This design comes from an exercise in tuning for small area on the open sky130 flow, not from production work. The RTL was checked by simulation tests, not by an equivalence proof against the original design.

## build 45
==> flow/design.v (excerpt) <==
module chen_cordic #(
    parameter ROTATE_TYPE = "ROTATE",
    parameter DATABITS = 17,
    parameter ITERATIONS = 16
)(
    input clk,
    input rst_n,
    input Validin,
    input signed [DATABITS-1:0] Xin,
    input signed [DATABITS-1:0] Yin,
    input signed [17:0] Ain,
    output Validout,
    output signed [DATABITS-1:0] Xout,
    output signed [DATABITS-1:0] Yout,
    output signed [17:0] Aout
);
Size in the first run: about 2300 cells after synthesis, roughly 640 flip-flops, about 110 I/O pins, ~34000 um2 of cells after synthesis.
==> flow/config.mk <==
export PLATFORM = sky130hd
export DESIGN_NAME = chen_cordic
export DESIGN_NICKNAME = chen_cordic
export VERILOG_FILES = /design/flow/design.v
export SDC_FILE = /design/flow/constraint.sdc
export NUM_CORES = 4
export LEC_CHECK = 0
export CAP_MARGIN = 20
export CORE_MARGIN = 2
export CORE_UTILIZATION = 70
export CTS_BUF_LIST = sky130_fd_sc_hd__clkbuf_8
export CTS_CLUSTER_DIAMETER = 60
export CTS_CLUSTER_SIZE = 20
export GPL_TIMING_DRIVEN = 0
export SLEW_MARGIN = 20
export SYNTH_HIERARCHICAL = 1
export SYNTH_MINIMUM_KEEP_SIZE = 0
==> flow/constraint.sdc <==
create_clock -name core_clock -period 6.5 [get_ports {clk}]
set_input_delay 1.3000 -clock core_clock [delete_from_list [all_inputs] [get_ports {clk}]]
set_output_delay 1.3000 -clock core_clock [all_outputs]
set_load 0.01 [all_outputs]
standard.sh (not shown) runs the stock make flow with config.mk's settings and CLKGATE_MAP_FILE= SYNTH_SCRIPT=/design/flow/synth_recipe.tcl, a recipe that flattens the netlist after the stock synthesis.
==> flow/flow/run.sh <==
#!/bin/bash
# The standard layout (the standard.sh, all steps), with one change: the buffer that
# placement puts on every input and output port is a plain sky130_fd_sc_hd__buf_1 instead of
# the cell buffer_ports picks by itself (a 10 um2 delay buffer). Every port still gets its buffer.
set -euo pipefail
export BUFFER_PORTS_ARGS="-buffer_cell sky130_fd_sc_hd__buf_1"
bash standard.sh > standard.log 2>&1
Input-level comparison between build 21 and build 45:
Settings: SLEW_MARGIN changed from 20 to 8; CAP_MARGIN changed from 20 to 8; GPL_TIMING_DRIVEN removed (was 0).
- Build 21 vs. build 45: ratio of cells with drive above 1 in the final layout decreased 4.6 points; fraction of the core area covered by cells at the end of the flow decreased 1.8 points.
- Build 21 vs build 45: cell count down by a few percent
- In the route summary, build 21 ends up with a via count below that of build 45.
- Re total non-filler cell area in the finished layout: build 21 is about 2.4% down on build 45.
- Re critical path arrival: build 45 was higher than build 21.
#### Input delta (build 68 over build 21)
Settings: changing CAP_MARGIN from 8 to 20; changing SLEW_MARGIN from 8 to 20.
### Flow results
- There was hardly any difference in final critical delay including setup and external delays between build 21 and build 68.
- From build 21 to build 68, buffers inserted during post-CTS setup optimization did not move at all.
- Comparing build 68 against build 21, there is no change at all in global-route total usage across every layer.
- Comparing build 68 against build 21, there is no change at all in total wire length after detailed routing.
Here is what was changed in the inputs of build 24 compared with build 68.
Settings: a change of SLEW_MARGIN from 20 to 0; a change of CAP_MARGIN from 20 to 0.
[summary]
Critical path buffer and inverter count: build 68 vs build 24 — no meaningful difference
As far as wire length goes, build 24 and build 68 are indistinguishable; the numbers are identical.
As far as number of flops mapped to enable cells by yosys goes, build 24 and build 68 are indistinguishable; the numbers are identical.

---

Another version of the RTL of chen_cordic (not shown whole).
For scale: about 2400 cells after synthesis, roughly 710 flip-flops, about 110 I/O pins, ~36000 µm² of cells after synthesis.
## chen_cordic
module chen_cordic #(
    parameter ROTATE_TYPE = "ROTATE",
    parameter DATABITS = 17,
    parameter ITERATIONS = 16
)(
    input clk,
    input rst_n,
    input Validin,
    input signed [DATABITS-1:0] Xin,
    input signed [DATABITS-1:0] Yin,
    input signed [17:0] Ain,
    output Validout,
    output signed [DATABITS-1:0] Xout,
    output signed [DATABITS-1:0] Yout,
    output signed [17:0] Aout
);
    function hi_; input [17:0] v; hi_ = $signed(v) > 18'sd51471; endfunction
    function lo_; input [17:0] v; lo_ = $signed(v) < -18'sd51471; endfunction
    function hp_; input [17:0] v; hp_ = $signed(v) >= 18'sd102943; endfunction
    function [15:0] a1_; input [17:0] v; input hi, lo, p0;
        reg [17:0] c0;
        begin
            c0 = hi ? (p0 ? -18'sd102943-18'sd25736 : -18'sd102943+18'sd25736) : lo ? (18'sd102943-18'sd25736) : v[17] ? 18'sd25736 : -18'sd25736;
            a1_ = v + c0;
        end
    endfunction
    function [10:0] trunc11_; input [11:0] v; trunc11_ = v[10:0]; endfunction
    function [11:0] trunc12_; input [12:0] v; trunc12_ = v[11:0]; endfunction
    function [12:0] trunc13_; input [13:0] v; trunc13_ = v[12:0]; endfunction
    function [13:0] trunc14_; input [14:0] v; trunc14_ = v[13:0]; endfunction
    function [14:0] trunc15_; input [15:0] v; trunc15_ = v[14:0]; endfunction
    reg [14:1] vld;
    always @(posedge clk)
        if (!rst_n) vld <= 0;
        else vld <= {vld[13:1], Validin};
    assign Validout = vld[14];
    wire [3:0] n4_w;
    wire [1:0] n5_w;
    wire [15:0] n6_w;
    wire n7_y;
    wire [14:0] n8_w;
    wire n9_y;
    wire [13:0] n10_w;
    wire n11_y;
    wire [12:0] n12_w;
    wire n13_y;
    wire [11:0] n14_w;
    wire n15_y;
    wire n16_y;
    wire n17_s;
    wire n17_c;
    wire n18_y;
    wire n19_s;
    wire n19_c;
    wire n20_y;
    wire n21_s;
    wire n21_c;
    wire n22_y;
    wire n23_s;
    wire n23_c;
    wire n24_y;
    wire n25_s;
    wire n25_c;
    wire n26_y;
    wire n27_s;
    wire n27_c;
    wire n28_y;
    wire n29_s;
    wire n29_c;
    wire n30_y;
    wire n31_s;
    wire n31_c;
    wire n32_y;
    wire n33_s;
    wire n33_c;
    wire n34_y;
    wire n35_s;
    wire n35_c;
    wire n36_y;
    wire n37_s;
    wire n37_c;
  ...
export LEC_CHECK = 0
export CAP_MARGIN = 20
export CORE_MARGIN = 2
export CORE_UTILIZATION = 40
export CTS_BUF_LIST = sky130_fd_sc_hd__clkbuf_4 sky130_fd_sc_hd__clkbuf_8 sky130_fd_sc_hd__clkbuf_16
export CTS_CLUSTER_DIAMETER = 40
export CTS_CLUSTER_SIZE = 16
export SLEW_MARGIN = 20
export SYNTH_HIERARCHICAL = 1
export SYNTH_MINIMUM_KEEP_SIZE = 0
create_clock -name core_clock -period 6.5 [get_ports {clk}]
run.sh (not shown) runs the stock make flow with config.mk's settings and CLKGATE_MAP_FILE= SYNTH_SCRIPT=/design/flow/synth_recipe.tcl, a recipe that flattens the netlist after the stock synthesis.
Stock flow here: none of the scripts above is used.
Edit:
Settings changed: CTS_BUF_LIST sky130_fd_sc_hd__clkbuf_4 sky130_fd_sc_hd__clkbuf_8 sky130_fd_sc_hd__clkbuf_16 to sky130_fd_sc_hd__clkbuf_8, CTS_CLUSTER_DIAMETER 40 to 50.
- hold slack is better by 0.0038 ns
- fmax is higher by 0.36%
- clock-buffer cell count goes down by 30
- final cell count came out lower by 0.60%
Edit:
Settings changed: CTS_CLUSTER_DIAMETER 50 to 60, CTS_CLUSTER_SIZE 16 to 20.
Effect: Global-route usage goes down by 0.24 points; routed wire length drops by 1.3%; maximum frequency shrinks by about 0.46%; design area goes down by 1.0%; first-iteration DRC count increases by 5.5%; setup slack got worse by 0.030 ns; utilization falls by 0.46 points; via count falls by 0.80%.
Edit:
Settings changed: CTS_BUF_LIST sky130_fd_sc_hd__clkbuf_8 to sky130_fd_sc_hd__clkbuf_4 sky130_fd_sc_hd__clkbuf_8, CTS_CLUSTER_DIAMETER 60 to 40, CTS_CLUSTER_SIZE 20 to 12.
Result: The changed run produced a clean layout. Die area does not change. Routed wire length climbs by about 1.1%. Via count climbs by about 1.3%. Final cell count climbs by 1.5%. Global-route usage climbs by 0.25 points. Utilization climbs by 0.83 points. Non-clock buffer count drops by 1. Maximum frequency climbs by 0.66%.
Edit:
==> flow/flow/run.sh (new file) <==
#!/bin/bash
# The standard layout (the standard.sh, all steps), with one change: the buffer that
# placement puts on every input and output port is a plain sky130_fd_sc_hd__buf_2 instead of
# the cell buffer_ports picks by itself (a 10 um2 delay buffer). Every port still gets its buffer.
set -euo pipefail
export BUFFER_PORTS_ARGS="-buffer_cell sky130_fd_sc_hd__buf_2"
bash standard.sh > standard.log 2>&1
==> flow/standard.sh (new file) <==
#!/bin/bash
# synth_recipe.tcl (not shown) runs the flow's synth.tcl, then flattens the netlist and writes it again
# the make line also repeats each setting of config.mk as NAME=value (left out here)
make -C /OpenROAD-flow-scripts/flow DESIGN_CONFIG=/design/flow/config.mk WORK_HOME=/design/flow/orfs CLKGATE_MAP_FILE= SYNTH_SCRIPT=/design/flow/synth_recipe.tcl "${@:-finish}"
Settings changed: CTS_BUF_LIST sky130_fd_sc_hd__clkbuf_4 sky130_fd_sc_hd__clkbuf_8 to sky130_fd_sc_hd__clkbuf_8, CTS_CLUSTER_DIAMETER 40 to 50, CTS_CLUSTER_SIZE 12 to 16.
removed: flow/run.sh
After rerunning: Non-clock buffer count came out lower by 5. First-iteration DRC count fell by about a fifth. Setup slack is worse by 0.027 ns. Sequential share of layout area grows by 0.66 points. Worst hold slack improves by 0.022 ns. Sequential cell count stays the same. Wire length came out higher slightly.
Edit:
==> flow/run.sh (new file) <==
#!/bin/bash
# synth_recipe.tcl (not shown) runs the flow's synth.tcl, then flattens the netlist and writes it again
# the make line also repeats each setting of config.mk as NAME=value (left out here)
make -C /OpenROAD-flow-scripts/flow DESIGN_CONFIG=/design/flow/config.mk WORK_HOME=/design/flow/orfs CLKGATE_MAP_FILE= SYNTH_SCRIPT=/design/flow/synth_recipe.tcl finish
Settings changed: CTS_BUF_LIST sky130_fd_sc_hd__clkbuf_8 to default, CTS_CLUSTER_DIAMETER 50 to default, CTS_CLUSTER_SIZE 16 to default.
removed: flow/flow/run.sh
removed: flow/standard.sh
Global-route usage barely changes.
Clock skew went down by 0.017 ns.
Setup slack improves by 0.019 ns.
Via count drops by 0.85%.
Die area stays the same.
Worst hold slack is about the same.
Critical path depth is unchanged.

separate check: timing with driven ports:
Ports are ideal in the flow. The routed layouts listed here were re-timed in OpenROAD. Step 1 sets driving cells, clkbuf_16 on the clock port and buf_2 on the other inputs (assumed; they add their load-dependent delay and slew). Step 2 times the ports against the registers' clock, not the clock port: input delays grow and output delays shrink by t, the midpoint of the rising clock arrivals with the driver on. Three values: ideal, step 1, step 2; two values: the first two.
run | shift t [ns] | slack for setup (ns) | clock arrival spread, ns
build 45 | 0.708 | 0.096 / 0.096 / -0.305 | 0.049 / 0.049
build 21 | 0.706 | 0.134 / 0.134 / 0.134 | 0.033 / 0.032
build 68 | 0.706 | 0.134 / 0.134 / 0.134 | 0.033 / 0.032
build 24 | 0.706 | 0.134 / 0.134 / 0.134 | 0.033 / 0.032
the first run of note 2 | 0.696 | 0.147 / 0.147 / 0.147 | 0.028 / 0.029
the second run of note 2 | 0.752 | 0.170 / 0.170 / 0.170 | 0.043 / 0.043
the third run of note 2 | 0.764 | 0.140 / 0.140 / 0.140 | 0.056 / 0.056
the fourth run of note 2 | 0.758 | 0.182 / 0.182 / 0.182 | 0.047 / 0.048
the fifth run of note 2 | 0.736 | 0.156 / 0.156 / 0.156 | 0.038 / 0.038
the sixth run of note 2 | 0.684 | 0.174 / 0.174 / 0.174 | 0.018 / 0.018
With both steps, setup timing fails in build 45, where it was met with ideal ports. For build 45, which loses most, drivers alone change the setup slack by 0.000 ns; drivers and shift together by -0.401 ns.
